What follows belongs to an exercise in optimizing a design on an open flow for small area; a production flow would make more cautious choices. Function was checked by simulation only, so behaviour that the tests miss may differ from the original. Power figures rest on the tool's default switching activity, not on a simulated workload.

==> flow/design.v (outline; a module is shown in full before it is edited, if it fits) <==
// module fa: 4 lines
// module ha: 4 lines
// module FFT: 3909 lines
module FFT #(parameter N = 64,
             parameter WIDTH = 16)
            (input clk,
             input rst,
             input enable_in,
             input signed [WIDTH-1:0] in_re,
             input signed [WIDTH-1:0] in_im,
             output enable_out,
             output signed [WIDTH-1:0] out_re,
             output signed [WIDTH-1:0] out_im);
  // ...
==> flow/flow/run.sh <==
#!/bin/bash
# Standard layout, with two changes:
# - between synthesis and floorplan, flow/fixpol.py flips the polarity of
#   full-adder cells where that removes inverters between chained adders
#   (FA(~a,~b,~c) = ~FA(a,b,c)); registers and the function are unchanged;
# - every port still gets a buffer, but the smallest one (buf_1).
# Each tool's output goes to a log file here.
set -euo pipefail
R=orfs/results/${FLOW_PLATFORM}/FFT/base
bash standard.sh synth > synth.log 2>&1
python3 flow/fixpol.py "$R/1_2_yosys.v" "$R/1_2_yosys_pol.v" > fixpol.log 2>&1
cp "$R/1_2_yosys.v" "$R/1_2_yosys_std.v"
mv "$R/1_2_yosys_pol.v" "$R/1_2_yosys.v"
rm -f "$R/1_synth.odb" "$R/1_synth.sdc"
BUFFER_PORTS_ARGS="-buffer_cell sky130_fd_sc_hd__buf_1" bash standard.sh finish > layout.log 2>&1
==> flow/flow/fixpol.py <==
#!/usr/bin/env python3
"""Remove inverters between full adders in a Yosys gate netlist.

A full adder with all three inputs complemented gives both outputs
complemented: FA(~a,~b,~c) = (~co, ~s). For each fa cell, flipping it
(taking the complements of its inputs and producing the complements of its
outputs) is done when it lowers the inverter count. Only sky130 fa and inv
cells are touched; the function of the netlist is unchanged.
Usage: fixpol.py in.v out.v (a few greedy rounds over all fa cells)
"""
import re, sys, collections

INV = "sky130_fd_sc_hd__inv_1"
src = open(sys.argv[1]).read()

cell_re = re.compile(r'^(\s*)(sky130_fd_sc_hd__\w+)\s+(\S+)\s*\((.*?)\);\n', re.S | re.M)
pin_re = re.compile(r'\.(\w+)\(([^()]*)\)')
OUTP = {"X", "Y", "Q", "Q_N", "SUM", "COUT", "HI", "LO", "GCLK"}

cells = {}      # name -> [type, {pin: net}]
order = []
for m in cell_re.finditer(src):
    typ, name, body = m.group(2), m.group(3), m.group(4)
    pins = {p: n.strip() for p, n in pin_re.findall(body)}
    cells[name] = [typ, pins]
    order.append(name)

# nets used outside cells (assign statements, ports) count as fixed loads
rest = cell_re.sub("", src)
ext = collections.Counter()
for line in rest.split("\n"):
    s = line.strip()
    if s.startswith("assign"):
        for tok in re.findall(r'\\\S+(?:\s*\[\d+\])?|[A-Za-z_][\w$]*(?:\s*\[\d+\])?', s[6:]):
            ext[re.sub(r'\s+', ' ', tok).strip()] += 1
    elif s.startswith("output") or s.startswith("input"):
        pass

def norm(n):
    return re.sub(r'\s+', ' ', n).strip()
def emit(n):
    return n + " " if n.startswith("\\") else n

drv = {}
loads = collections.defaultdict(set)   # net -> set of (cell, pin)
def rebuild():
    drv.clear(); loads.clear()
    for nm, (t, pins) in cells.items():
        for p, n in pins.items():
            n = norm(n)
            if p in OUTP: drv[n] = (nm, p)
            else: loads[n].add((nm, p))
rebuild()

def is_inv(nm): return cells[nm][0] == INV
def inv_out_of(net):
    """an existing inverter driven by net, or None"""
    for (c, p) in loads.get(net, ()):
        if is_inv(c): return c
    return None
def ext_use(net):
    return ext.get(net, 0) > 0 or net.split(" [")[0] in ports

ports = set()
for m in re.finditer(r'^\s*(?:input|output)\s+(?:\[[^\]]*\]\s*)?([^;]+);', src, re.M):
    for nm in m.group(1).split(","):
        ports.add(nm.strip())

newid = [0]
def fresh():
    newid[0] += 1
    return "_pol%d_" % newid[0]
new_wires = []

def gain(fa):
    t, pins = cells[fa]
    g = 0
    for p in ("A", "B", "CIN"):
        n = norm(pins[p])
        d = drv.get(n)
        if d and is_inv(d[0]):
            # the inverter goes away if this is its only load and the net is not used elsewhere
            iv_out = n
            if len(loads[iv_out]) == 1 and not ext_use(iv_out): g += 1
        else:
            if inv_out_of(n) is None: g -= 1
    for p in ("SUM", "COUT"):
        n = norm(pins[p])
        ls = loads[n]
        invs = [c for c, q in ls if is_inv(c)]
        others = [c for c, q in ls if not is_inv(c)]
        g += len(invs)
        if others or ext_use(n): g -= 1
    return g

def flip(fa):
    t, pins = cells[fa]
    for p in ("A", "B", "CIN"):
        n = norm(pins[p])
        d = drv.get(n)
        if d and is_inv(d[0]):
            src_net = norm(cells[d[0]][1]["A"])
            pins[p] = src_net
            loads[n].discard((fa, p)); loads[src_net].add((fa, p))
            if not loads[n] and not ext_use(n):
                del cells[d[0]]; loads[src_net].discard((d[0], "A")); del drv[n]
        else:
            iv = inv_out_of(n)
            if iv is None:
                w = fresh(); new_wires.append(w)
                iv = fresh().replace("_pol", "_polinv")
                cells[iv] = [INV, {"A": n, "Y": w}]
                loads[n].add((iv, "A")); drv[w] = (iv, "Y")
            w = norm(cells[iv][1]["Y"])
            pins[p] = w
            loads[n].discard((fa, p)); loads[w].add((fa, p))
    for p in ("SUM", "COUT"):
        n = norm(pins[p])
        w = fresh(); new_wires.append(w)       # new net: complement of n
        pins[p] = w; drv[w] = (fa, p); del drv[n]
        ls = list(loads[n])
        keep_n = False
        for (c, q) in ls:
            if is_inv(c):
                # inverter n -> m: m equals w now; move m's loads onto w
                m = norm(cells[c][1]["Y"])
                if ext_use(m):
                    # m is used outside cells: keep a buffer-free path by making this
                    # inverter drive n from w instead
                    keep_n = True
                    continue
                for (c2, q2) in list(loads[m]):
                    cells[c2][1][q2] = w; loads[w].add((c2, q2))
                del loads[m]; del drv[m]
                del cells[c]
                loads[n].discard((c, q))
            else:
                keep_n = True
        if keep_n or ext_use(n):
            # n is still needed: an inverter from w
            iv = fresh().replace("_pol", "_polinv")
            cells[iv] = [INV, {"A": w, "Y": n}]
            drv[n] = (iv, "Y"); loads[w].add((iv, "A"))
            # inverters that used to load n and were kept (ext use) still load n
        else:
            if n in loads and not loads[n]: del loads[n]

def count_inv(): return sum(1 for c in cells.values() if c[0] == INV)
rounds = 0
before = count_inv()
for rnd in range(12):
    rounds += 1
    moved = 0
    fas = [c for c in list(cells) if cells.get(c, [None])[0] == "sky130_fd_sc_hd__fa_1"]
    if rnd % 2 == 1:
        fas.reverse()
    for fa in fas:
        if fa in cells:
            g = gain(fa)
            if g > 0 or (g == 0 and rnd < 8 and rnd % 2 == 0):
                flip(fa); moved += 1
    sys.stderr.write("round %d: %d flips, %d inverters\n" % (rnd, moved, count_inv()))
after = count_inv()
sys.stderr.write("inverters %d -> %d in %d rounds\n" % (before, after, rounds))

# write back
out = []
pos = 0
emitted = set()
ms = list(cell_re.finditer(src))
for m in ms:
    out.append(src[pos:m.start()])
    pos = m.end()
    nm = m.group(3)
    if nm in cells:
        t, pins = cells[nm]
        out.append("%s%s %s (\n%s\n%s);\n" % (m.group(1), t, nm, ",\n".join("%s  .%s(%s)" % (m.group(1), p, emit(n)) for p, n in pins.items()), m.group(1)))
        emitted.add(nm)
tail = src[pos:]
extra = []
decl = "".join("  wire %s;\n" % w for w in new_wires)
out[0] = out[0] + decl
for nm, (t, pins) in cells.items():
    if nm not in emitted:
        extra.append("  %s %s (\n%s\n  );\n" % (t, nm, ",\n".join("    .%s(%s)" % (p, emit(n)) for p, n in pins.items())))
i = tail.rindex("endmodule")
tail = tail[:i] + "".join(extra) + tail[i:]
open(sys.argv[2], "w").write("".join(out) + tail)
==> flow/standard.sh <==
#!/bin/bash
# synth_recipe.tcl (not shown) runs the flow's synth.tcl, then flattens the netlist and writes it again
# the make line also repeats each setting of config.mk as NAME=value (left out here)
make -C /OpenROAD-flow-scripts/flow DESIGN_CONFIG=/design/flow/config.mk WORK_HOME=/design/flow/orfs CLKGATE_MAP_FILE= SYNTH_SCRIPT=/design/flow/synth_recipe.tcl "${@:-finish}"
==> flow/config.mk <==
export PLATFORM = sky130hd
export DESIGN_NAME = FFT
export DESIGN_NICKNAME = FFT
export VERILOG_FILES = /design/flow/design.v
export SDC_FILE = /design/flow/constraint.sdc
export NUM_CORES = 4
export LEC_CHECK = 0
export ABC_AREA = 1
export CAP_MARGIN = 5
export CORE_MARGIN = 2
export CORE_UTILIZATION = 65
export CTS_BUF_LIST = sky130_fd_sc_hd__clkbuf_8
export CTS_CLUSTER_DIAMETER = 60
export CTS_CLUSTER_SIZE = 16
export SLEW_MARGIN = 5
==> flow/constraint.sdc <==
create_clock -name core_clock -period 10.0 [get_ports {clk}]
set_input_delay 2.0000 -clock core_clock [delete_from_list [all_inputs] [get_ports {clk}]]
set_output_delay 2.0000 -clock core_clock [all_outputs]
set_load 0.01 [all_outputs]
==> impl_summary.log, run 1 <==
[metrics] fraction of final layout cells sized beyond drive strength 1: 7.12%
[metrics] r2r setup slk: 0.51 ns
[metrics] Mapped Cells: 9050
[metrics] per-cell routed wire length: 26.2 µm
[metrics] starting density of the core: 65.4%
[metrics] largest voltage drop on the vdd net: 228 µV
[metrics] gpl congestion: 1.05
[metrics] total congestion overflow after global routing: 0
[metrics] antenna diode instance count: 12
[metrics] clock buffer and inverter area fraction after layout: 2.83%
[metrics] most frequent cell on the critical path: sky130_fd_sc_hd__fa_1
[metrics] Worst Hold Depth: 0
[metrics] Post-Layout Cell Count: 11300
[metrics] maximum number of pins on one net before global-route repair: 74
[metrics] Reg2Reg Depth: 36
[metrics] status: no timing/DRC/antenna violations
[metrics] LEAKAGE: 45.6 nW
[metrics] delay of the slowest critical-path stage: 0.54 ns
[metrics] average cell area after synthesis: 11.3 µm²
[metrics] Clock transition at path regs: 0.09 ns
[metrics] hold path endpoint: s1a_buf[8][20]
[metrics] sinks on the clock net: 2352
[metrics] Max Clock Freq: 0.105 GHz
[metrics] total number of cells along the worst setup path: 36
[metrics] max-slew violations: 0
[metrics] reported combinational group power: 0.736 mW
[metrics] CTS resizes: 0
[metrics] met3 routing resource usage after global routing: 10.0%
[metrics] most congested layer reported by global routing: met2
[metrics] DRC: 0
[metrics] yosys warns: 7
[metrics] maximum root-to-sink buffer count: 3
[metrics] worst-case headroom to the max-slew limit: 26.2%
[metrics] global-route track usage on met1: 45.4%
[metrics] total nets after synthesis: 10500
[metrics] Sw Share: 23.7%
==> inputs of run 2 (changes only) <==
--- a/flow/design.v
+++ b/flow/design.v
@@ -27,57 +27,51 @@
     wire [5:0] s1a_cnt_in = cnt0;
     wire [15:0] s1a_x_re = in_re;
     wire [15:0] s1a_x_im = in_im;
     wire s1a_ph = s1a_cnt_in[5];
     wire s1a_rot = s1a_cnt_in[5] & s1a_cnt_in[4];
     reg [31:0] s1a_buf [0:31];
     wire [15:0] s1a_d_re = s1a_buf[31][31:16];
     wire [15:0] s1a_d_im = s1a_buf[31][15:0];
-    wire [15:0] s1a_a_re, s1a_a_im, s1a_b_re, s1a_b_im, s1a_nb_re;
-    wire [16:0] s1a_ca_re, s1a_ca_im, s1a_cb_re, s1a_cb_im, s1a_cn_re;
-    wire [15:0] s1a_nx_re = ~s1a_x_re, s1a_nx_im = ~s1a_x_im, s1a_na_re = ~s1a_a_re;
+    wire [15:0] s1a_a_re, s1a_a_im, s1a_b_re, s1a_b_im;
+    wire [16:0] s1a_ca_re, s1a_ca_im, s1a_cb_re, s1a_cb_im;
+    wire [15:0] s1a_nx_im = ~s1a_x_im;
+    wire [15:0] s1a_sa_re = s1a_a_re ^ {16{s1a_rot}};
+    wire [15:0] s1a_sx_re = s1a_x_re ^ {16{~s1a_rot}};
     assign s1a_ca_re[1] = s1a_d_re[0] | s1a_x_re[0];
     assign s1a_ca_im[1] = s1a_d_im[0] | s1a_x_im[0];
-    assign s1a_b_re[0] = s1a_a_re[0] ^ s1a_x_re[0];
+    assign s1a_b_re[0] = s1a_sa_re[0] ^ ~s1a_sx_re[0];
     assign s1a_b_im[0] = s1a_a_im[0] ^ s1a_x_im[0];
-    assign s1a_cb_re[1] = s1a_a_re[0] | s1a_nx_re[0];
+    assign s1a_cb_re[1] = s1a_sa_re[0] | s1a_sx_re[0];
     assign s1a_cb_im[1] = s1a_a_im[0] | s1a_nx_im[0];
     for (i = 1; i < 16; i = i + 1) begin : s1a_g_add
         fa u_ar (.a(s1a_d_re[i]), .b(s1a_x_re[i]), .c(s1a_ca_re[i]), .s(s1a_a_re[i-1]), .co(s1a_ca_re[i+1]));
         fa u_ai (.a(s1a_d_im[i]), .b(s1a_x_im[i]), .c(s1a_ca_im[i]), .s(s1a_a_im[i-1]), .co(s1a_ca_im[i+1]));
     end
     assign s1a_a_re[15] = s1a_d_re[15] ^ s1a_x_re[15] ^ s1a_ca_re[16];
     assign s1a_a_im[15] = s1a_d_im[15] ^ s1a_x_im[15] ^ s1a_ca_im[16];
     for (i = 1; i < 15; i = i + 1) begin : s1a_g_sub
-        fa u_br (.a(s1a_a_re[i]), .b(s1a_nx_re[i]), .c(s1a_cb_re[i]), .s(s1a_b_re[i]), .co(s1a_cb_re[i+1]));
+        fa u_br (.a(s1a_sa_re[i]), .b(s1a_sx_re[i]), .c(s1a_cb_re[i]), .s(s1a_b_re[i]), .co(s1a_cb_re[i+1]));
         fa u_bi (.a(s1a_a_im[i]), .b(s1a_nx_im[i]), .c(s1a_cb_im[i]), .s(s1a_b_im[i]), .co(s1a_cb_im[i+1]));
     end
-    assign s1a_b_re[15] = s1a_a_re[15] ^ s1a_nx_re[15] ^ s1a_cb_re[15];
-    assign s1a_nb_re[0] = s1a_x_re[0] ^ s1a_a_re[0];
-    assign s1a_cn_re[1] = s1a_x_re[0] | s1a_na_re[0];
-    for (i = 1; i < 15; i = i + 1) begin : s1a_g_nb
-        fa u_nb (.a(s1a_x_re[i]), .b(s1a_na_re[i]), .c(s1a_cn_re[i]), .s(s1a_nb_re[i]), .co(s1a_cn_re[i+1]));
-    end
-    assign s1a_nb_re[15] = s1a_x_re[15] ^ s1a_na_re[15] ^ s1a_cn_re[15];
+    assign s1a_b_re[15] = s1a_sa_re[15] ^ s1a_sx_re[15] ^ s1a_cb_re[15];
     assign s1a_b_im[15] = s1a_a_im[15] ^ s1a_nx_im[15] ^ s1a_cb_im[15];
     always @(posedge clk) begin
-        s1a_buf[0] <= s1a_ph ? {s1a_rot ? s1a_b_im : s1a_b_re, s1a_rot ? s1a_nb_re : s1a_b_im}
+        s1a_buf[0] <= s1a_ph ? {s1a_rot ? s1a_b_im : s1a_b_re, s1a_rot ? s1a_b_re : s1a_b_im}
                            : {s1a_x_re, s1a_x_im};
         for (k = 1; k < 32; k = k + 1)
             s1a_buf[k] <= s1a_buf[k-1];
     end
     reg [15:0] s1a_y_re, s1a_y_im;
-    always @(posedge clk) begin
-        s1a_y_re <= s1a_ph ? s1a_a_re : s1a_d_re;
-        s1a_y_im <= s1a_ph ? s1a_a_im : s1a_d_im;
-    end
     reg s1a_v_out;
     reg [5:0] s1a_cnt_out;
     always @(posedge clk) begin
+        s1a_y_re <= s1a_ph ? s1a_a_re : s1a_d_re;
+        s1a_y_im <= s1a_ph ? s1a_a_im : s1a_d_im;
         if (rst)
             s1a_v_out <= 1'b0;
         else if (s1a_v_in && s1a_cnt_in == 6'd32)
             s1a_v_out <= 1'b1;
         else if (s1a_cnt_out == 6'd63)
             s1a_v_out <= 1'b0;
         if (rst || !s1a_v_out)
             s1a_cnt_out <= 6'd0;
@@ -88,52 +82,51 @@
     wire [5:0] s1b_cnt_in = s1a_cnt_out;
     wire [15:0] s1b_x_re = s1a_y_re;
     wire [15:0] s1b_x_im = s1a_y_im;
     wire s1b_ph = s1b_cnt_in[4];
     wire s1b_rot = 1'b0;
     reg [31:0] s1b_buf [0:15];
     wire [15:0] s1b_d_re = s1b_buf[15][31:16];
     wire [15:0] s1b_d_im = s1b_buf[15][15:0];
-    wire [15:0] s1b_a_re, s1b_a_im, s1b_b_re, s1b_b_im, s1b_nb_re;
-    wire [16:0] s1b_ca_re, s1b_ca_im, s1b_cb_re, s1b_cb_im, s1b_cn_re;
-    wire [15:0] s1b_nx_re = ~s1b_x_re, s1b_nx_im = ~s1b_x_im, s1b_na_re = ~s1b_a_re;
+    wire [15:0] s1b_a_re, s1b_a_im, s1b_b_re, s1b_b_im;
+    wire [16:0] s1b_ca_re, s1b_ca_im, s1b_cb_re, s1b_cb_im;
+    wire [15:0] s1b_nx_im = ~s1b_x_im;
+    wire [15:0] s1b_sa_re = s1b_a_re;
+    wire [15:0] s1b_sx_re = ~s1b_x_re;
     assign s1b_ca_re[1] = s1b_d_re[0] | s1b_x_re[0];
     assign s1b_ca_im[1] = s1b_d_im[0] | s1b_x_im[0];
-    assign s1b_b_re[0] = s1b_a_re[0] ^ s1b_x_re[0];
+    assign s1b_b_re[0] = s1b_sa_re[0] ^ ~s1b_sx_re[0];
     assign s1b_b_im[0] = s1b_a_im[0] ^ s1b_x_im[0];
-    assign s1b_cb_re[1] = s1b_a_re[0] | s1b_nx_re[0];
+    assign s1b_cb_re[1] = s1b_sa_re[0] | s1b_sx_re[0];
     assign s1b_cb_im[1] = s1b_a_im[0] | s1b_nx_im[0];
     for (i = 1; i < 16; i = i + 1) begin : s1b_g_add
         fa u_ar (.a(s1b_d_re[i]), .b(s1b_x_re[i]), .c(s1b_ca_re[i]), .s(s1b_a_re[i-1]), .co(s1b_ca_re[i+1]));
         fa u_ai (.a(s1b_d_im[i]), .b(s1b_x_im[i]), .c(s1b_ca_im[i]), .s(s1b_a_im[i-1]), .co(s1b_ca_im[i+1]));
     end
     assign s1b_a_re[15] = s1b_d_re[15] ^ s1b_x_re[15] ^ s1b_ca_re[16];
     assign s1b_a_im[15] = s1b_d_im[15] ^ s1b_x_im[15] ^ s1b_ca_im[16];
     for (i = 1; i < 15; i = i + 1) begin : s1b_g_sub
-        fa u_br (.a(s1b_a_re[i]), .b(s1b_nx_re[i]), .c(s1b_cb_re[i]), .s(s1b_b_re[i]), .co(s1b_cb_re[i+1]));
+        fa u_br (.a(s1b_sa_re[i]), .b(s1b_sx_re[i]), .c(s1b_cb_re[i]), .s(s1b_b_re[i]), .co(s1b_cb_re[i+1]));
         fa u_bi (.a(s1b_a_im[i]), .b(s1b_nx_im[i]), .c(s1b_cb_im[i]), .s(s1b_b_im[i]), .co(s1b_cb_im[i+1]));
     end
-    assign s1b_b_re[15] = s1b_a_re[15] ^ s1b_nx_re[15] ^ s1b_cb_re[15];
-    assign s1b_nb_re = s1b_b_re;
+    assign s1b_b_re[15] = s1b_sa_re[15] ^ s1b_sx_re[15] ^ s1b_cb_re[15];
     assign s1b_b_im[15] = s1b_a_im[15] ^ s1b_nx_im[15] ^ s1b_cb_im[15];
     always @(posedge clk) begin
-        s1b_buf[0] <= s1b_ph ? {s1b_rot ? s1b_b_im : s1b_b_re, s1b_rot ? s1b_nb_re : s1b_b_im}
+        s1b_buf[0] <= s1b_ph ? {s1b_rot ? s1b_b_im : s1b_b_re, s1b_rot ? s1b_b_re : s1b_b_im}
                            : {s1b_x_re, s1b_x_im};
         for (k = 1; k < 16; k = k + 1)
             s1b_buf[k] <= s1b_buf[k-1];
     end
     reg [15:0] s1b_y_re, s1b_y_im;
-    always @(posedge clk) begin
-        s1b_y_re <= s1b_ph ? s1b_a_re : s1b_d_re;
-        s1b_y_im <= s1b_ph ? s1b_a_im : s1b_d_im;
-    end
     reg s1b_v_out;
     reg [5:0] s1b_cnt_out;
     always @(posedge clk) begin
+        s1b_y_re <= s1b_ph ? s1b_a_re : s1b_d_re;
+        s1b_y_im <= s1b_ph ? s1b_a_im : s1b_d_im;
         if (rst)
             s1b_v_out <= 1'b0;
         else if (s1b_v_in && s1b_cnt_in == 6'd16)
             s1b_v_out <= 1'b1;
         else if (s1b_cnt_out == 6'd63)
             s1b_v_out <= 1'b0;
         if (rst || !s1b_v_out)
             s1b_cnt_out <= 6'd0;
@@ -2024,57 +2017,51 @@
     wire [5:0] s2a_cnt_in = s1m_cnt_out;
     wire [15:0] s2a_x_re = s1m_re_s;
     wire [15:0] s2a_x_im = s1m_im_s;
     wire s2a_ph = s2a_cnt_in[3];
     wire s2a_rot = s2a_cnt_in[3] & s2a_cnt_in[2];
     reg [31:0] s2a_buf [0:7];
     wire [15:0] s2a_d_re = s2a_buf[7][31:16];
     wire [15:0] s2a_d_im = s2a_buf[7][15:0];
-    wire [15:0] s2a_a_re, s2a_a_im, s2a_b_re, s2a_b_im, s2a_nb_re;
-    wire [16:0] s2a_ca_re, s2a_ca_im, s2a_cb_re, s2a_cb_im, s2a_cn_re;
-    wire [15:0] s2a_nx_re = ~s2a_x_re, s2a_nx_im = ~s2a_x_im, s2a_na_re = ~s2a_a_re;
+    wire [15:0] s2a_a_re, s2a_a_im, s2a_b_re, s2a_b_im;
+    wire [16:0] s2a_ca_re, s2a_ca_im, s2a_cb_re, s2a_cb_im;
+    wire [15:0] s2a_nx_im = ~s2a_x_im;
+    wire [15:0] s2a_sa_re = s2a_a_re ^ {16{s2a_rot}};
+    wire [15:0] s2a_sx_re = s2a_x_re ^ {16{~s2a_rot}};
     assign s2a_ca_re[1] = s2a_d_re[0] | s2a_x_re[0];
     assign s2a_ca_im[1] = s2a_d_im[0] | s2a_x_im[0];
-    assign s2a_b_re[0] = s2a_a_re[0] ^ s2a_x_re[0];
+    assign s2a_b_re[0] = s2a_sa_re[0] ^ ~s2a_sx_re[0];
     assign s2a_b_im[0] = s2a_a_im[0] ^ s2a_x_im[0];
-    assign s2a_cb_re[1] = s2a_a_re[0] | s2a_nx_re[0];
+    assign s2a_cb_re[1] = s2a_sa_re[0] | s2a_sx_re[0];
     assign s2a_cb_im[1] = s2a_a_im[0] | s2a_nx_im[0];
     for (i = 1; i < 16; i = i + 1) begin : s2a_g_add
         fa u_ar (.a(s2a_d_re[i]), .b(s2a_x_re[i]), .c(s2a_ca_re[i]), .s(s2a_a_re[i-1]), .co(s2a_ca_re[i+1]));
         fa u_ai (.a(s2a_d_im[i]), .b(s2a_x_im[i]), .c(s2a_ca_im[i]), .s(s2a_a_im[i-1]), .co(s2a_ca_im[i+1]));
     end
     assign s2a_a_re[15] = s2a_d_re[15] ^ s2a_x_re[15] ^ s2a_ca_re[16];
     assign s2a_a_im[15] = s2a_d_im[15] ^ s2a_x_im[15] ^ s2a_ca_im[16];
     for (i = 1; i < 15; i = i + 1) begin : s2a_g_sub
-        fa u_br (.a(s2a_a_re[i]), .b(s2a_nx_re[i]), .c(s2a_cb_re[i]), .s(s2a_b_re[i]), .co(s2a_cb_re[i+1]));
+        fa u_br (.a(s2a_sa_re[i]), .b(s2a_sx_re[i]), .c(s2a_cb_re[i]), .s(s2a_b_re[i]), .co(s2a_cb_re[i+1]));
         fa u_bi (.a(s2a_a_im[i]), .b(s2a_nx_im[i]), .c(s2a_cb_im[i]), .s(s2a_b_im[i]), .co(s2a_cb_im[i+1]));
     end
-    assign s2a_b_re[15] = s2a_a_re[15] ^ s2a_nx_re[15] ^ s2a_cb_re[15];
-    assign s2a_nb_re[0] = s2a_x_re[0] ^ s2a_a_re[0];
-    assign s2a_cn_re[1] = s2a_x_re[0] | s2a_na_re[0];
-    for (i = 1; i < 15; i = i + 1) begin : s2a_g_nb
-        fa u_nb (.a(s2a_x_re[i]), .b(s2a_na_re[i]), .c(s2a_cn_re[i]), .s(s2a_nb_re[i]), .co(s2a_cn_re[i+1]));
-    end
-    assign s2a_nb_re[15] = s2a_x_re[15] ^ s2a_na_re[15] ^ s2a_cn_re[15];
+    assign s2a_b_re[15] = s2a_sa_re[15] ^ s2a_sx_re[15] ^ s2a_cb_re[15];
     assign s2a_b_im[15] = s2a_a_im[15] ^ s2a_nx_im[15] ^ s2a_cb_im[15];
     always @(posedge clk) begin
-        s2a_buf[0] <= s2a_ph ? {s2a_rot ? s2a_b_im : s2a_b_re, s2a_rot ? s2a_nb_re : s2a_b_im}
+        s2a_buf[0] <= s2a_ph ? {s2a_rot ? s2a_b_im : s2a_b_re, s2a_rot ? s2a_b_re : s2a_b_im}
                            : {s2a_x_re, s2a_x_im};
         for (k = 1; k < 8; k = k + 1)
             s2a_buf[k] <= s2a_buf[k-1];
     end
     reg [15:0] s2a_y_re, s2a_y_im;
-    always @(posedge clk) begin
-        s2a_y_re <= s2a_ph ? s2a_a_re : s2a_d_re;
-        s2a_y_im <= s2a_ph ? s2a_a_im : s2a_d_im;
-    end
     reg s2a_v_out;
     reg [5:0] s2a_cnt_out;
     always @(posedge clk) begin
+        s2a_y_re <= s2a_ph ? s2a_a_re : s2a_d_re;
+        s2a_y_im <= s2a_ph ? s2a_a_im : s2a_d_im;
         if (rst)
             s2a_v_out <= 1'b0;
         else if (s2a_v_in && s2a_cnt_in == 6'd8)
             s2a_v_out <= 1'b1;
         else if (s2a_cnt_out == 6'd63)
             s2a_v_out <= 1'b0;
         if (rst || !s2a_v_out)
             s2a_cnt_out <= 6'd0;
@@ -2085,52 +2072,51 @@
     wire [5:0] s2b_cnt_in = s2a_cnt_out;
     wire [15:0] s2b_x_re = s2a_y_re;
     wire [15:0] s2b_x_im = s2a_y_im;
     wire s2b_ph = s2b_cnt_in[2];
     wire s2b_rot = 1'b0;
     reg [31:0] s2b_buf [0:3];
     wire [15:0] s2b_d_re = s2b_buf[3][31:16];
     wire [15:0] s2b_d_im = s2b_buf[3][15:0];
-    wire [15:0] s2b_a_re, s2b_a_im, s2b_b_re, s2b_b_im, s2b_nb_re;
-    wire [16:0] s2b_ca_re, s2b_ca_im, s2b_cb_re, s2b_cb_im, s2b_cn_re;
-    wire [15:0] s2b_nx_re = ~s2b_x_re, s2b_nx_im = ~s2b_x_im, s2b_na_re = ~s2b_a_re;
+    wire [15:0] s2b_a_re, s2b_a_im, s2b_b_re, s2b_b_im;
+    wire [16:0] s2b_ca_re, s2b_ca_im, s2b_cb_re, s2b_cb_im;
+    wire [15:0] s2b_nx_im = ~s2b_x_im;
+    wire [15:0] s2b_sa_re = s2b_a_re;
+    wire [15:0] s2b_sx_re = ~s2b_x_re;
     assign s2b_ca_re[1] = s2b_d_re[0] | s2b_x_re[0];
     assign s2b_ca_im[1] = s2b_d_im[0] | s2b_x_im[0];
-    assign s2b_b_re[0] = s2b_a_re[0] ^ s2b_x_re[0];
+    assign s2b_b_re[0] = s2b_sa_re[0] ^ ~s2b_sx_re[0];
     assign s2b_b_im[0] = s2b_a_im[0] ^ s2b_x_im[0];
-    assign s2b_cb_re[1] = s2b_a_re[0] | s2b_nx_re[0];
+    assign s2b_cb_re[1] = s2b_sa_re[0] | s2b_sx_re[0];
     assign s2b_cb_im[1] = s2b_a_im[0] | s2b_nx_im[0];
     for (i = 1; i < 16; i = i + 1) begin : s2b_g_add
         fa u_ar (.a(s2b_d_re[i]), .b(s2b_x_re[i]), .c(s2b_ca_re[i]), .s(s2b_a_re[i-1]), .co(s2b_ca_re[i+1]));
         fa u_ai (.a(s2b_d_im[i]), .b(s2b_x_im[i]), .c(s2b_ca_im[i]), .s(s2b_a_im[i-1]), .co(s2b_ca_im[i+1]));
     end
     assign s2b_a_re[15] = s2b_d_re[15] ^ s2b_x_re[15] ^ s2b_ca_re[16];
     assign s2b_a_im[15] = s2b_d_im[15] ^ s2b_x_im[15] ^ s2b_ca_im[16];
     for (i = 1; i < 15; i = i + 1) begin : s2b_g_sub
-        fa u_br (.a(s2b_a_re[i]), .b(s2b_nx_re[i]), .c(s2b_cb_re[i]), .s(s2b_b_re[i]), .co(s2b_cb_re[i+1]));
+        fa u_br (.a(s2b_sa_re[i]), .b(s2b_sx_re[i]), .c(s2b_cb_re[i]), .s(s2b_b_re[i]), .co(s2b_cb_re[i+1]));
         fa u_bi (.a(s2b_a_im[i]), .b(s2b_nx_im[i]), .c(s2b_cb_im[i]), .s(s2b_b_im[i]), .co(s2b_cb_im[i+1]));
     end
-    assign s2b_b_re[15] = s2b_a_re[15] ^ s2b_nx_re[15] ^ s2b_cb_re[15];
-    assign s2b_nb_re = s2b_b_re;
+    assign s2b_b_re[15] = s2b_sa_re[15] ^ s2b_sx_re[15] ^ s2b_cb_re[15];
     assign s2b_b_im[15] = s2b_a_im[15] ^ s2b_nx_im[15] ^ s2b_cb_im[15];
     always @(posedge clk) begin
-        s2b_buf[0] <= s2b_ph ? {s2b_rot ? s2b_b_im : s2b_b_re, s2b_rot ? s2b_nb_re : s2b_b_im}
+        s2b_buf[0] <= s2b_ph ? {s2b_rot ? s2b_b_im : s2b_b_re, s2b_rot ? s2b_b_re : s2b_b_im}
                            : {s2b_x_re, s2b_x_im};
         for (k = 1; k < 4; k = k + 1)
             s2b_buf[k] <= s2b_buf[k-1];
     end
     reg [15:0] s2b_y_re, s2b_y_im;
-    always @(posedge clk) begin
-        s2b_y_re <= s2b_ph ? s2b_a_re : s2b_d_re;
-        s2b_y_im <= s2b_ph ? s2b_a_im : s2b_d_im;
-    end
     reg s2b_v_out;
     reg [5:0] s2b_cnt_out;
     always @(posedge clk) begin
+        s2b_y_re <= s2b_ph ? s2b_a_re : s2b_d_re;
+        s2b_y_im <= s2b_ph ? s2b_a_im : s2b_d_im;
         if (rst)
             s2b_v_out <= 1'b0;
         else if (s2b_v_in && s2b_cnt_in == 6'd4)
             s2b_v_out <= 1'b1;
         else if (s2b_cnt_out == 6'd63)
             s2b_v_out <= 1'b0;
         if (rst || !s2b_v_out)
             s2b_cnt_out <= 6'd0;
@@ -3801,117 +3787,113 @@
     wire [5:0] s3a_cnt_in = s2m_cnt_out;
     wire [15:0] s3a_x_re = s2m_re_s;
     wire [15:0] s3a_x_im = s2m_im_s;
     wire s3a_ph = s3a_cnt_in[1];
     wire s3a_rot = s3a_cnt_in[1] & s3a_cnt_in[0];
     reg [31:0] s3a_buf [0:1];
     wire [15:0] s3a_d_re = s3a_buf[1][31:16];
     wire [15:0] s3a_d_im = s3a_buf[1][15:0];
-    wire [15:0] s3a_a_re, s3a_a_im, s3a_b_re, s3a_b_im, s3a_nb_re;
-    wire [16:0] s3a_ca_re, s3a_ca_im, s3a_cb_re, s3a_cb_im, s3a_cn_re;
-    wire [15:0] s3a_nx_re = ~s3a_x_re, s3a_nx_im = ~s3a_x_im, s3a_na_re = ~s3a_a_re;
+    wire [15:0] s3a_a_re, s3a_a_im, s3a_b_re, s3a_b_im;
+    wire [16:0] s3a_ca_re, s3a_ca_im, s3a_cb_re, s3a_cb_im;
+    wire [15:0] s3a_nx_im = ~s3a_x_im;
+    wire [15:0] s3a_sa_re = s3a_a_re ^ {16{s3a_rot}};
+    wire [15:0] s3a_sx_re = s3a_x_re ^ {16{~s3a_rot}};
     assign s3a_ca_re[1] = s3a_d_re[0] | s3a_x_re[0];
     assign s3a_ca_im[1] = s3a_d_im[0] | s3a_x_im[0];
-    assign s3a_b_re[0] = s3a_a_re[0] ^ s3a_x_re[0];
+    assign s3a_b_re[0] = s3a_sa_re[0] ^ ~s3a_sx_re[0];
     assign s3a_b_im[0] = s3a_a_im[0] ^ s3a_x_im[0];
-    assign s3a_cb_re[1] = s3a_a_re[0] | s3a_nx_re[0];
+    assign s3a_cb_re[1] = s3a_sa_re[0] | s3a_sx_re[0];
     assign s3a_cb_im[1] = s3a_a_im[0] | s3a_nx_im[0];
     for (i = 1; i < 16; i = i + 1) begin : s3a_g_add
         fa u_ar (.a(s3a_d_re[i]), .b(s3a_x_re[i]), .c(s3a_ca_re[i]), .s(s3a_a_re[i-1]), .co(s3a_ca_re[i+1]));
         fa u_ai (.a(s3a_d_im[i]), .b(s3a_x_im[i]), .c(s3a_ca_im[i]), .s(s3a_a_im[i-1]), .co(s3a_ca_im[i+1]));
     end
     assign s3a_a_re[15] = s3a_d_re[15] ^ s3a_x_re[15] ^ s3a_ca_re[16];
     assign s3a_a_im[15] = s3a_d_im[15] ^ s3a_x_im[15] ^ s3a_ca_im[16];
     for (i = 1; i < 15; i = i + 1) begin : s3a_g_sub
-        fa u_br (.a(s3a_a_re[i]), .b(s3a_nx_re[i]), .c(s3a_cb_re[i]), .s(s3a_b_re[i]), .co(s3a_cb_re[i+1]));
+        fa u_br (.a(s3a_sa_re[i]), .b(s3a_sx_re[i]), .c(s3a_cb_re[i]), .s(s3a_b_re[i]), .co(s3a_cb_re[i+1]));
         fa u_bi (.a(s3a_a_im[i]), .b(s3a_nx_im[i]), .c(s3a_cb_im[i]), .s(s3a_b_im[i]), .co(s3a_cb_im[i+1]));
     end
-    assign s3a_b_re[15] = s3a_a_re[15] ^ s3a_nx_re[15] ^ s3a_cb_re[15];
-    assign s3a_nb_re[0] = s3a_x_re[0] ^ s3a_a_re[0];
-    assign s3a_cn_re[1] = s3a_x_re[0] | s3a_na_re[0];
-    for (i = 1; i < 15; i = i + 1) begin : s3a_g_nb
-        fa u_nb (.a(s3a_x_re[i]), .b(s3a_na_re[i]), .c(s3a_cn_re[i]), .s(s3a_nb_re[i]), .co(s3a_cn_re[i+1]));
-    end
-    assign s3a_nb_re[15] = s3a_x_re[15] ^ s3a_na_re[15] ^ s3a_cn_re[15];
+    assign s3a_b_re[15] = s3a_sa_re[15] ^ s3a_sx_re[15] ^ s3a_cb_re[15];
     assign s3a_b_im[15] = s3a_a_im[15] ^ s3a_nx_im[15] ^ s3a_cb_im[15];
     always @(posedge clk) begin
-        s3a_buf[0] <= s3a_ph ? {s3a_rot ? s3a_b_im : s3a_b_re, s3a_rot ? s3a_nb_re : s3a_b_im}
+        s3a_buf[0] <= s3a_ph ? {s3a_rot ? s3a_b_im : s3a_b_re, s3a_rot ? s3a_b_re : s3a_b_im}
                            : {s3a_x_re, s3a_x_im};
         for (k = 1; k < 2; k = k + 1)
             s3a_buf[k] <= s3a_buf[k-1];
     end
     reg [15:0] s3a_y_re, s3a_y_im;
+    reg s3a_v_out;
+    reg [5:0] s3a_cnt_out;
     always @(posedge clk) begin
         s3a_y_re <= s3a_ph ? s3a_a_re : s3a_d_re;
         s3a_y_im <= s3a_ph ? s3a_a_im : s3a_d_im;
-    end
-    reg [2:0] s3a_v_sh;
-    wire s3a_v_out = s3a_v_sh[2];
-    always @(posedge clk) begin
         if (rst)
-            s3a_v_sh <= {3{1'b0}};
-        else
-            s3a_v_sh <= {s3a_v_sh[1:0], s3a_v_in};
-    end
-    reg s3a_p;
-    wire [5:0] s3a_cnt_out = {5'd0, s3a_p};
-    always @(posedge clk) begin
+            s3a_v_out <= 1'b0;
+        else if (s3a_v_in && s3a_cnt_in == 6'd2)
+            s3a_v_out <= 1'b1;
+        else if (s3a_cnt_out == 6'd63)
+            s3a_v_out <= 1'b0;
         if (rst || !s3a_v_out)
-            s3a_p <= 1'b0;
+            s3a_cnt_out <= 6'd0;
         else
-            s3a_p <= ~s3a_p;
+            s3a_cnt_out <= s3a_cnt_out + 1'b1;
     end
     wire s3b_v_in = s3a_v_out;
     wire [5:0] s3b_cnt_in = s3a_cnt_out;
     wire [15:0] s3b_x_re = s3a_y_re;
     wire [15:0] s3b_x_im = s3a_y_im;
     wire s3b_ph = s3b_cnt_in[0];
     wire s3b_rot = 1'b0;
     reg [31:0] s3b_buf [0:0];
     wire [15:0] s3b_d_re = s3b_buf[0][31:16];
     wire [15:0] s3b_d_im = s3b_buf[0][15:0];
-    wire [15:0] s3b_a_re, s3b_a_im, s3b_b_re, s3b_b_im, s3b_nb_re;
-    wire [16:0] s3b_ca_re, s3b_ca_im, s3b_cb_re, s3b_cb_im, s3b_cn_re;
-    wire [15:0] s3b_nx_re = ~s3b_x_re, s3b_nx_im = ~s3b_x_im, s3b_na_re = ~s3b_a_re;
+    wire [15:0] s3b_a_re, s3b_a_im, s3b_b_re, s3b_b_im;
+    wire [16:0] s3b_ca_re, s3b_ca_im, s3b_cb_re, s3b_cb_im;
+    wire [15:0] s3b_nx_im = ~s3b_x_im;
+    wire [15:0] s3b_sa_re = s3b_a_re;
+    wire [15:0] s3b_sx_re = ~s3b_x_re;
     assign s3b_ca_re[1] = s3b_d_re[0] | s3b_x_re[0];
     assign s3b_ca_im[1] = s3b_d_im[0] | s3b_x_im[0];
-    assign s3b_b_re[0] = s3b_a_re[0] ^ s3b_x_re[0];
+    assign s3b_b_re[0] = s3b_sa_re[0] ^ ~s3b_sx_re[0];
     assign s3b_b_im[0] = s3b_a_im[0] ^ s3b_x_im[0];
-    assign s3b_cb_re[1] = s3b_a_re[0] | s3b_nx_re[0];
+    assign s3b_cb_re[1] = s3b_sa_re[0] | s3b_sx_re[0];
     assign s3b_cb_im[1] = s3b_a_im[0] | s3b_nx_im[0];
     for (i = 1; i < 16; i = i + 1) begin : s3b_g_add
         fa u_ar (.a(s3b_d_re[i]), .b(s3b_x_re[i]), .c(s3b_ca_re[i]), .s(s3b_a_re[i-1]), .co(s3b_ca_re[i+1]));
         fa u_ai (.a(s3b_d_im[i]), .b(s3b_x_im[i]), .c(s3b_ca_im[i]), .s(s3b_a_im[i-1]), .co(s3b_ca_im[i+1]));
     end
     assign s3b_a_re[15] = s3b_d_re[15] ^ s3b_x_re[15] ^ s3b_ca_re[16];
     assign s3b_a_im[15] = s3b_d_im[15] ^ s3b_x_im[15] ^ s3b_ca_im[16];
     for (i = 1; i < 15; i = i + 1) begin : s3b_g_sub
-        fa u_br (.a(s3b_a_re[i]), .b(s3b_nx_re[i]), .c(s3b_cb_re[i]), .s(s3b_b_re[i]), .co(s3b_cb_re[i+1]));
+        fa u_br (.a(s3b_sa_re[i]), .b(s3b_sx_re[i]), .c(s3b_cb_re[i]), .s(s3b_b_re[i]), .co(s3b_cb_re[i+1]));
         fa u_bi (.a(s3b_a_im[i]), .b(s3b_nx_im[i]), .c(s3b_cb_im[i]), .s(s3b_b_im[i]), .co(s3b_cb_im[i+1]));
     end
-    assign s3b_b_re[15] = s3b_a_re[15] ^ s3b_nx_re[15] ^ s3b_cb_re[15];
-    assign s3b_nb_re = s3b_b_re;
+    assign s3b_b_re[15] = s3b_sa_re[15] ^ s3b_sx_re[15] ^ s3b_cb_re[15];
     assign s3b_b_im[15] = s3b_a_im[15] ^ s3b_nx_im[15] ^ s3b_cb_im[15];
     always @(posedge clk) begin
-        s3b_buf[0] <= s3b_ph ? {s3b_rot ? s3b_b_im : s3b_b_re, s3b_rot ? s3b_nb_re : s3b_b_im}
+        s3b_buf[0] <= s3b_ph ? {s3b_rot ? s3b_b_im : s3b_b_re, s3b_rot ? s3b_b_re : s3b_b_im}
                            : {s3b_x_re, s3b_x_im};
         for (k = 1; k < 1; k = k + 1)
             s3b_buf[k] <= s3b_buf[k-1];
     end
     reg [15:0] s3b_y_re, s3b_y_im;
+    reg s3b_v_out;
+    reg [5:0] s3b_cnt_out;
     always @(posedge clk) begin
         s3b_y_re <= s3b_ph ? s3b_a_re : s3b_d_re;
         s3b_y_im <= s3b_ph ? s3b_a_im : s3b_d_im;
-    end
-    reg [1:0] s3b_v_sh;
-    wire s3b_v_out = s3b_v_sh[1];
-    always @(posedge clk) begin
         if (rst)
-            s3b_v_sh <= {2{1'b0}};
+            s3b_v_out <= 1'b0;
+        else if (s3b_v_in && s3b_cnt_in == 6'd1)
+            s3b_v_out <= 1'b1;
+        else if (s3b_cnt_out == 6'd63)
+            s3b_v_out <= 1'b0;
+        if (rst || !s3b_v_out)
+            s3b_cnt_out <= 6'd0;
         else
-            s3b_v_sh <= {s3b_v_sh[0:0], s3b_v_in};
+            s3b_cnt_out <= s3b_cnt_out + 1'b1;
     end
-    wire [5:0] s3b_cnt_out = 6'd0;
     assign enable_out = s3b_v_out;
     assign out_re = s3b_y_re;
     assign out_im = s3b_y_im;
 endmodule
==> flow/config.mk (replaced) <==
export PLATFORM = sky130hd
export DESIGN_NAME = FFT
export DESIGN_NICKNAME = FFT
export VERILOG_FILES = /design/flow/design.v
export SDC_FILE = /design/flow/constraint.sdc
export NUM_CORES = 4
export LEC_CHECK = 0
export ABC_AREA = 1
export CAP_MARGIN = 5
export CORE_MARGIN = 2
export CORE_UTILIZATION = 60
export CTS_BUF_LIST = sky130_fd_sc_hd__clkbuf_8
export CTS_CLUSTER_DIAMETER = 60
export CTS_CLUSTER_SIZE = 16
export SLEW_MARGIN = 5
==> impl_summary.log, run 2 <==
[metrics] total nets after synthesis: 10600 (was 10500)
[metrics] required time worst endpoint: 10.88 ns (was 10.84 ns)
[metrics] most frequent cells in the layout: 2358 x sky130_fd_sc_hd__dfxtp_1, 1217 x sky130_fd_sc_hd__fa_1, 1092 x sky130_fd_sc_hd__inv_1 (was 2344 x sky130_fd_sc_hd__dfxtp_1, 1306 x sky130_fd_sc_hd__fa_1, 1057 x sky130_fd_sc_hd__inv_1)
[metrics] flip-flop count of the largest register, all copies and words added: 1024 (unchanged)
[metrics] count of max-cap constraint violations: 0 (unchanged)
[metrics] most frequent cell on the critical path: sky130_fd_sc_hd__fa_1 (unchanged)
[metrics] DRC marker count from the first detailed-route iteration: 6120 (was 6748)
[metrics] Pwr per Cell Area: 168 nW/µm² (was 142 nW/µm²)
[metrics] Sw Share: 28.7% (was 23.7%)
[metrics] worst setup slack before clock tree synthesis: -0.116 ns (was -0.102 ns)
[metrics] proportion of power drawn by the clock network: 26.1% (was 31.0%)
[metrics] worst r2r src: s1b_cnt_out[4] (was s1b_cnt_out[1])
[metrics] DP HPWL: 225000 µm (was 222000 µm)
[metrics] count of buffers inserted at the top-level ports: 67 (unchanged)
[metrics] Worst Max-Slew Pin Slew: 1.27 ns (was 1.11 ns)
[metrics] total routed wirelength: 297000 µm (was 296000 µm)
[metrics] worst skew pair latency: 1.02 ns (was 0.98 ns)
[metrics] type of destination of the critical path: flop (unchanged)
[metrics] global-route wire length before repair: 446000 µm (was 439000 µm)
[metrics] DR pass1 iterations: 6 (was 9)
[metrics] count of nets after finishing: 10800 (was 10600)
[metrics] maximum number of pins on one net before global-route repair: 69 (was 74)
[metrics] sinks on the clock net: 2364 (was 2352)
[metrics] largest driver fanout on the critical path: 9 (was 7)
[metrics] total chip power: 18.4 mW (was 15.4 mW)
[metrics] Clock transition at path regs: 0.11 ns (was 0.09 ns)
[metrics] average cell area after synthesis: 11.0 µm² (was 11.3 µm²)
[metrics] arrival time reported for the critical path endpoint: 10.51 ns (was 10.33 ns)
[metrics] worst setup skew after layout: 0.0852 ns (was 0.0742 ns)
[metrics] WHS: 0.281 ns (was 0.270 ns)
[metrics] leading cell type in the layout, fill and taps excluded: sky130_fd_sc_hd__dfxtp_1 (unchanged)
[metrics] Max Clock Freq: 0.104 GHz (was 0.105 GHz)
[metrics] per-cell routed wire length: 25.2 µm (was 26.2 µm)
[metrics] number of primary I/O pins: 68 (unchanged)
[metrics] fraction of final layout cells sized beyond drive strength 1: 7.93% (was 7.12%)
[metrics] Die Ht: 416 µm (was 400 µm)
[metrics] clock tree root driver cell: sky130_fd_sc_hd__clkbuf_8 (unchanged)
[metrics] largest voltage drop on the vdd net: 238 µV (was 228 µV)
[metrics] LEAKAGE: 46.3 nW (was 45.6 nW)
[metrics] std cell rows: 151 (was 145)
[metrics] leading registers by flop count: s1a_buf: 1024 flops, s1b_buf: 512 flops, s2a_buf: 256 flops (unchanged)
[metrics] All-Layer GR Usage: 34.9% (was 37.6%)
[metrics] remaining number of nets flagged by the antenna check after routing: 0 (unchanged)
[metrics] DRC: 0 (unchanged)
[metrics] combined flip-flop and latch cell area: 47300 µm² (was 47100 µm²)
[metrics] H-tree level count: 4 (unchanged)
[metrics] gpl congestion: 1.04 (was 1.05)
[metrics] delay of the slowest critical-path stage: 0.55 ns (was 0.54 ns)
[metrics] Worst Hold Launch: s3a_buf[0][30] (was s1a_buf[7][20])
[metrics] P&R area growth vs syn: 7.72% (was 6.21%)
[metrics] DR vias: 66600 (was 65400)
[metrics] final period utilization: 96.3% (was 94.9%)
[metrics] register ranked first by flip-flop count: s1a_buf (unchanged)
[metrics] cts bufs inserted: 178 (was 177)
[metrics] crit path setup slack, layout: 0.369 ns (was 0.514 ns)
[metrics] footprint of the multi-input gates: 48600 µm² (was 49200 µm²)
[metrics] total congestion overflow after global routing: 0 (unchanged)
[metrics] critical path class: reg -> reg (unchanged)
[metrics] worst min path class: reg -> reg (unchanged)
[metrics] core area: 169000 µm² (was 156000 µm²)
[metrics] maximum root-to-sink buffer count: 3 (unchanged)
[metrics] TritonCTS clock tree: done (unchanged)
[metrics] fill count: 13000 (was 11100)
[metrics] yosys warns: 7 (unchanged)
[metrics] initial antenna violation count: 31 (was 15)
[metrics] Die Area: 173000 µm² (was 160000 µm²)
[metrics] status: no timing/DRC/antenna violations (unchanged)
[metrics] combinational cell fraction of total power: 18.3% (was 4.8%)
[metrics] internal cell power: 13.1 mW (was 11.7 mW)
[metrics] Mapped Cells: 9249 (was 9050)
[metrics] share of power burned in registers: 55.6% (was 64.2%)
[metrics] crit path max-delay cell type: sky130_fd_sc_hd__fa_1 (unchanged)
[metrics] power dissipated by switching net loads: 5.30 mW (was 3.64 mW)
[metrics] category of the worst setup path launch point: flop (unchanged)
[metrics] via count of the first global-routing pass: 70300 (was 69600)
[metrics] max-slew violations: 0 (unchanged)
[metrics] worst setup path start: s1b_cnt_out[4] (was s1b_cnt_out[1])
[metrics] chip width: 416 µm (was 400 µm)
[metrics] Period minus WS final: 9.63 ns (was 9.49 ns)
[metrics] Finish-stage setup viols: 0 (unchanged)
[metrics] vias per std cell: 5.66 (was 5.81)
[metrics] worst-case headroom to the max-slew limit: 15.1% (was 26.2%)
[metrics] Post-Synthesis Cell Area: 102000 µm² (about the same)
[metrics] final number of hold-violating endpoints: 0 (unchanged)
[metrics] starting density of the core: 60.2% (was 65.4%)
-- run 2: per-stage QoR --
step / instances / setup TNS, ns / instance area [µm²] / utilization (%)
2_1_floorplan: 9249 / 0 / 102000 / -
3_3_place_gp: 11500 / -0.0923 / 106000 / 62.9
3_5_place_dp: 11500 / -0.116 / 106000 / 62.9
4_1_cts: 11700 / 0 / 109000 / 64.7
5_1_grt: 11700 / -0.00360 / 110000 / 64.8
6_report: 11800 / 0 / 110000 / 64.9
-- run 2: path summary, 6_finish.rpt --
path / to / depth (start not counted) / slack (ns)
worst max-delay path: s1m_im_2_0 / 35 / 0.37
worst min-delay path: s3a_buf[1][30] / 0 / 0.28
worst max register to register: s1m_im_2_0 / 35 / 0.37
worst min register to register: s3a_buf[1][30] / 0 / 0.28
-- run 2: worst max-delay path, delay by kind of cell (launching register included) --
kind,cells,cell delay (ns)
adder cells (fa/ha/maj),15,6.45
flip-flops,1,0.45
AO/OA/AOI/OAI,1,0.08
XOR/XNOR,1,0.17
buffers and inverters,11,1.33
AND/OR/NAND/NOR,7,1.02
-- run 2: timing repair --
item | 4_1_cts | 5_1_grt
hold endpoints to repair | 0 | 0
setup endpoints to repair | 2 | 10
pin swaps | 2 | 7
gates cloned | 0 | 0
gates resized for setup | 8 | 34
hold buffers | 0 | 0
buffers inserted | 1 | 3
-- run 2: power by group through the flow --
| stage | Combinational [mW] | Clock, mW | Sequential (mW) |
|---|---|---|---|
| after floorplan | 2.40 | 0 | 10.4 |
| after global placement | 3.20 | 0 | 10.5 |
| after detailed placement | 3.34 | 0 | 10.5 |
| after CTS | 3.36 | 4.94 | 10.3 |
| after global routing | 3.83 | 5.26 | 10.3 |
| final | 3.37 | 4.81 | 10.3 |
-- run 2: routing by layer --
layer	part of all wire [%]	track usage (%)	routed length, µm
met1	37	42.0	109000
met3	8.3	7.53	24700
met5	0.052	0	155
met4	8.0	22.9	23700
met2	47	56.8	140000
-- run 2: layout make-up --
class                      count  share of cell area, %
multi-input combinational   5320                   44.4
sequential                  2364                   43.2
inverter                    1156                   3.96
timing repair buffer         454                   3.02
tap                         2218                   2.53
clock buffer                 184                   2.31
clock inverter                42                  0.505
antenna                       29                 0.0662

[what the ideal ports hide]
How much do the figures lean on ideal ports? The routed layouts below were timed once more, with nothing changed but the port constraints. Step 1 (the two cells are an assumption about what drives the block):
set clk [get_ports {clk}]
set_driving_cell -lib_cell sky130_fd_sc_hd__clkbuf_16 $clk
set_driving_cell -lib_cell sky130_fd_sc_hd__buf_2 [delete_from_list [all_inputs] $clk]
Step 2 also shifts input and output timing later by t, the mid clock arrival at the registers, as if the neighbouring blocks saw the same clock. a / b / c = ideal / step 1 / step 2; a / b = the first two.
| run | t, ns | setup WS [ns] | hold WS [ns] | worst slew at a driven data input, ns |
|---|---|---|---|---|
| run 1 | 1.035 | 0.514 / 0.514 / -0.165 | 0.270 / 0.270 / 0.270 | 0.22 |
| run 2 | 1.054 | 0.369 / 0.369 / 0.307 | 0.281 / 0.281 / 0.281 | 0.14 |
With both steps, setup timing fails in run 1, where it was met with ideal ports. For run 1, which loses most, drivers alone change the setup slack by 0.000 ns; drivers and shift together by -0.679 ns.
